Source: an optimization exercise on an open RTL-to-GDS flow (aim: small area). Production flows keep margins and buffers that such runs may drop. In this exercise RTL edits were held to simulation tests only and were not proved equivalent to the original. No driver is modelled on the clock port, so clocking that relies on it looks cheaper here than on a real chip. Power figures rest on the tool's default switching activity, not on a simulated workload.

==> flow/design.v <==
`timescale 1ns / 1ps
module uart_rx (
    input clk,
    input rst,
    input in,
    output notif,
    output reg [7:0] data,
    output send
);
  localparam [13:0] POL = 14'h2aaa;
  localparam [13:0] J = 14'h3440;
  localparam [13:0] M = 14'h3e29;
  localparam [13:0] T = 14'h157d;
  localparam [13:0] TMASK = 14'h3fd5;
  reg [3:0] p;
  reg [13:0] y;
  wire [13:0] c = y ^ POL;
  wire term = (c & TMASK) == (T & TMASK);
  wire idle = (~p[3] & ~p[2] & ~p[1] & ~p[0]) | (p[3] & p[2] & p[0]);   
  wire [13:0] cn = idle ? M : term ? J : {c[12:0], c[13] ^ c[12]};
  always @(posedge clk) y <= cn ^ POL;
  wire inc = term | (~p[3] & ~p[2] & ~p[1]) | (p[3] & p[2]);
  always @(posedge clk) begin
    if (rst) p <= 4'd0;
    else if (idle) p <= in ? 4'd0 : 4'd1;
    else p <= p + {3'd0, inc};
  end
  always @(posedge clk) begin
    if (term && (~p[3] & ~p[2] & p[0])) data[4] <= in;   
    if (term && (~p[3] & ~p[1] & ~p[0])) data[5] <= in;   
    if (term && (~p[3] & ~p[1] & p[0])) data[6] <= in;   
    if (term && (p[2] & p[1] & ~p[0])) data[7] <= in;   
    if (term && (p[2] & p[1] & p[0])) data[0] <= in;   
    if (term && (p[3] & ~p[1] & ~p[0])) data[1] <= in;   
    if (term && (p[3] & ~p[1] & p[0])) data[2] <= in;   
    if (term && (p[3] & p[1] & ~p[0])) data[3] <= in;   
  end
  assign notif = ~(~p[3] & ~p[2] & ~p[1]);   
  assign send = p[3] & p[2] & p[0];   
endmodule
`timescale 1ns / 1ps
module uart_tx (
    input clk,
    input rst,
    input send,
    input [7:0] data,
    output notif,
    output reg out
);
  localparam [13:0] POL = 14'h2aaa;
  localparam [13:0] J = 14'h2a81;
  localparam [13:0] T = 14'h175d;
  localparam [13:0] TMASK = 14'h2df7;
  reg [3:0] p;
  reg [13:0] y;
  wire [13:0] c = y ^ POL;
  wire term = (c & TMASK) == (T & TMASK);
  wire idle = (p[3] & p[2] & p[1]);   
  wire pend = (~p[3] & ~p[2]);   
  wire [13:0] cn = (((~p[3] & ~p[2]) | (p[3] & p[2] & p[1])) | term) ? J : {c[12:0], c[13] ^ c[12]};
  always @(posedge clk) y <= cn ^ POL;
  wire inc = term | pend;
  always @(posedge clk) begin
    if (rst) p <= 4'd15;
    else if (idle) p <= send ? 4'd3 : 4'd15;
    else p <= p + {3'd0, inc};
  end
  always @(posedge clk) begin
    if (rst) out <= 1'b1;
    else if ((~p[3] & ~p[2])) out <= 1'b0;
    else if (term) out <= ~((~p[3]) | (~p[2])) | data[p[2:0]];
  end
  assign notif = ~((~p[3] & ~p[2]) | (p[3] & p[2] & p[1] & p[0]));   
endmodule
`timescale 1ns / 1ps
module top (
    input clk,
    input rst,
    input uart_txd_in,
    output uart_rxd_out,
    output [1:0] led
);
  wire [7:0] data;
  wire send;
  uart_rx uart_rx (
      .clk(clk),
      .rst(rst),
      .in(uart_txd_in),
      .notif(led[0]),
      .data(data),
      .send(send)
  );
  uart_tx uart_tx (
      .clk  (clk),
      .rst  (rst),
      .send (send),
      .data (data),
      .notif(led[1]),
      .out  (uart_rxd_out)
  );
endmodule
Settings: LEC_CHECK=0, CAP_MARGIN=20, CORE_MARGIN=2, CORE_UTILIZATION=45, PLACE_DENSITY=0.9, SLEW_MARGIN=20; clock period 10.0 ns.
standard.sh (not shown) runs the stock make flow with config.mk's settings and CLKGATE_MAP_FILE= SYNTH_SCRIPT=/design/flow/synth_recipe.tcl, a recipe that flattens the netlist after the stock synthesis.
==> flow/flow/run.sh <==
#!/bin/bash
# Own layout flow: the standard layout (standard.sh), except that
#  - synthesis is the standard flow's synthesis script with an area-oriented ABC script
#    (flow/synth.tcl, flow/abc_area.script); registers are mapped as before,
#  - the ports are buffered with the smallest buffer (buf_1),
#  - the clock tree is CTS_K clock buffers (CTS_BUF), each at the centre of
#    an equal share of the flip-flops (flow/cts.tcl), in place of TritonCTS,
#  - global routing ends with ORFS's power recovery, which downsizes gates
#    that have timing slack to spare.
# Each step's output goes to a log file of its own in this folder.
set -euo pipefail
export BUFFER_PORTS_ARGS="-buffer_cell sky130_fd_sc_hd__buf_1"
export RECOVER_POWER=100
export ABC_SCRIPT=$PWD/flow/abc_area.script
sed "s#SYNTH_SCRIPT=[^ ]*#SYNTH_SCRIPT=$PWD/flow/synth.tcl#" standard.sh > own_synth.sh
bash own_synth.sh synth > own_synth.log 2>&1
bash standard.sh place > standard_place.log 2>&1
R=orfs/results/${FLOW_PLATFORM}/top/base
CTS_BUF=sky130_fd_sc_hd__clkbuf_4 CTS_K=4 \
  CTS_IN=$R/3_place.odb CTS_SDC=$R/3_place.sdc CTS_OUT=$R/4_1_cts.odb CTS_OUT_SDC=$R/4_cts.sdc \
  openroad -no_init -exit flow/cts.tcl > cts.log 2>&1
bash standard.sh > standard_finish.log 2>&1
Other scripts of this flow, unchanged in this note and not shown: flow/flow/abc_area.script, flow/flow/cts.tcl, flow/flow/synth.tcl
The starting point finished with timing, DRC and antenna clean.
Next try:
==> flow/design.v (replaced) <==
`timescale 1ns / 1ps
module uart_rx (
    input clk,
    input rst,
    input in,
    output notif,
    output reg [7:0] data,
    output send
);
  localparam [13:0] POL = 14'h2aaa;
  localparam [13:0] J = 14'h3440;
  localparam [13:0] M = 14'h3e29;
  localparam [13:0] T = 14'h157d;
  localparam [13:0] TMASK = 14'h3fd5;
  reg [3:0] p;
  reg [13:0] y;
  wire [13:0] c = y ^ POL;
  wire term = (c & TMASK) == (T & TMASK);
  wire idle = p[3:1] == 3'b001;   
  wire [13:0] cn = idle ? M : term ? J : {c[12:0], c[13] ^ c[12]};
  always @(posedge clk) y <= cn ^ POL;
  wire inc = term | p == 4'd6 | p == 4'd1;
  wire c1 = inc & p[0];
  wire c2 = c1 & p[1];
  wire c3 = c2 & p[2];
  always @(posedge clk) begin
    p[0] <= rst | (idle ? in : p[0] ^ inc);
    p[1] <= rst | idle | (p[1] ^ c1);
    p[2] <= ~rst & (idle ? ~in : p[2] ^ c2);
    p[3] <= ~rst & ~idle & (p[3] ^ c3);
  end
  wire we = term & p[3];
  always @(posedge clk) begin
    if (we && p[2:0] == 3'd0) data[0] <= in;
    if (we && p[2:0] == 3'd1) data[1] <= in;
    if (we && p[2:0] == 3'd2) data[2] <= in;
    if (we && p[2:0] == 3'd3) data[3] <= in;
    if (we && p[2:0] == 3'd4) data[4] <= in;
    if (we && p[2:0] == 3'd5) data[5] <= in;
    if (we && p[2:0] == 3'd6) data[6] <= in;
    if (we && p[2:0] == 3'd7) data[7] <= in;
  end
  assign notif = ~(p == 4'd3 || p == 4'd6);
  assign send = p == 4'd2;
endmodule
`timescale 1ns / 1ps
module uart_tx (
    input clk,
    input rst,
    input send,
    input [7:0] data,
    output notif,
    output reg out
);
  localparam [13:0] POL = 14'h2aaa;
  localparam [13:0] J = 14'h2a81;
  localparam [13:0] T = 14'h175d;
  localparam [13:0] TMASK = 14'h2df7;
  reg [3:0] p;
  reg [13:0] y;
  wire [13:0] c = y ^ POL;
  wire term = (c & TMASK) == (T & TMASK);
  wire idle = p[3:1] == 3'b001;   
  wire pend = p == 4'd7;
  wire [13:0] cn = (idle | pend | term) ? J : {c[12:0], c[13] ^ c[12]};
  always @(posedge clk) y <= cn ^ POL;
  wire inc = term | pend;
  wire c1 = inc & p[0];
  wire c2 = c1 & p[1];
  wire c3 = c2 & p[2];
  always @(posedge clk) begin
    p[0] <= rst | idle | (p[0] ^ inc);
    p[1] <= rst | idle | (p[1] ^ c1);
    p[2] <= ~rst & (idle ? send : p[2] ^ c2);
    p[3] <= ~rst & ~idle & (p[3] ^ c3);
  end
  always @(posedge clk) begin
    if (rst) out <= 1'b1;
    else if (pend) out <= 1'b0;
    else if (term) out <= ~p[3] | data[p[2:0]];
  end
  assign notif = ~(p == 4'd3 || pend);
endmodule
`timescale 1ns / 1ps
module top (
    input clk,
    input rst,
    input uart_txd_in,
    output uart_rxd_out,
    output [1:0] led
);
  wire [7:0] data;
  wire send;
  uart_rx uart_rx (
      .clk(clk),
      .rst(rst),
      .in(uart_txd_in),
      .notif(led[0]),
      .data(data),
      .send(send)
  );
  uart_tx uart_tx (
      .clk  (clk),
      .rst  (rst),
      .send (send),
      .data (data),
      .notif(led[1]),
      .out  (uart_rxd_out)
  );
endmodule
The changed run ran to the end with no violations.
Global-route usage decreases by 0.79 points.
Via count increases by 1.5%.
Total power increases by 0.35%.
Hold slack stays flat.
Clock skew decreases by 4.0 ps.
First-iteration DRC count increases by 31%.
Critical path depth increases by 2.
Cell count increases by 2.1%.
Core utilization increases by 0.63 points.
Final area increases by 2.1%.
Worst setup slack is worse by 91 ps.
Die area increases by 2.3%.
Wire length decreases by 1.2%.

## what the ideal ports hide
How much do the figures lean on ideal ports? The routed layouts below were timed once more, with nothing changed but the port constraints.
Step 1, drivers: a clkbuf_16 drives clk and a buf_2 each remaining input, both assumed.
Step 2 adds t to the input delays and takes it off the output delays; t is the mean of the earliest and latest rising clock arrival at the registers after step 1. Input paths then give back, and output paths get back, about the clock's delay inside the block.
Slacks: ideal / step 1 / step 2; pairs: ideal / step 1.
run	t (ns)	setup slack, ns	slew at the worst register clock pin (ns)	cell pins on the clock port's net
the first run	0.206	6.839 / 6.800 / 7.005	0.12 / 0.12	4
the second run	0.205	6.747 / 6.706 / 6.911	0.11 / 0.11	4
After both steps setup and hold are still met in every run listed.
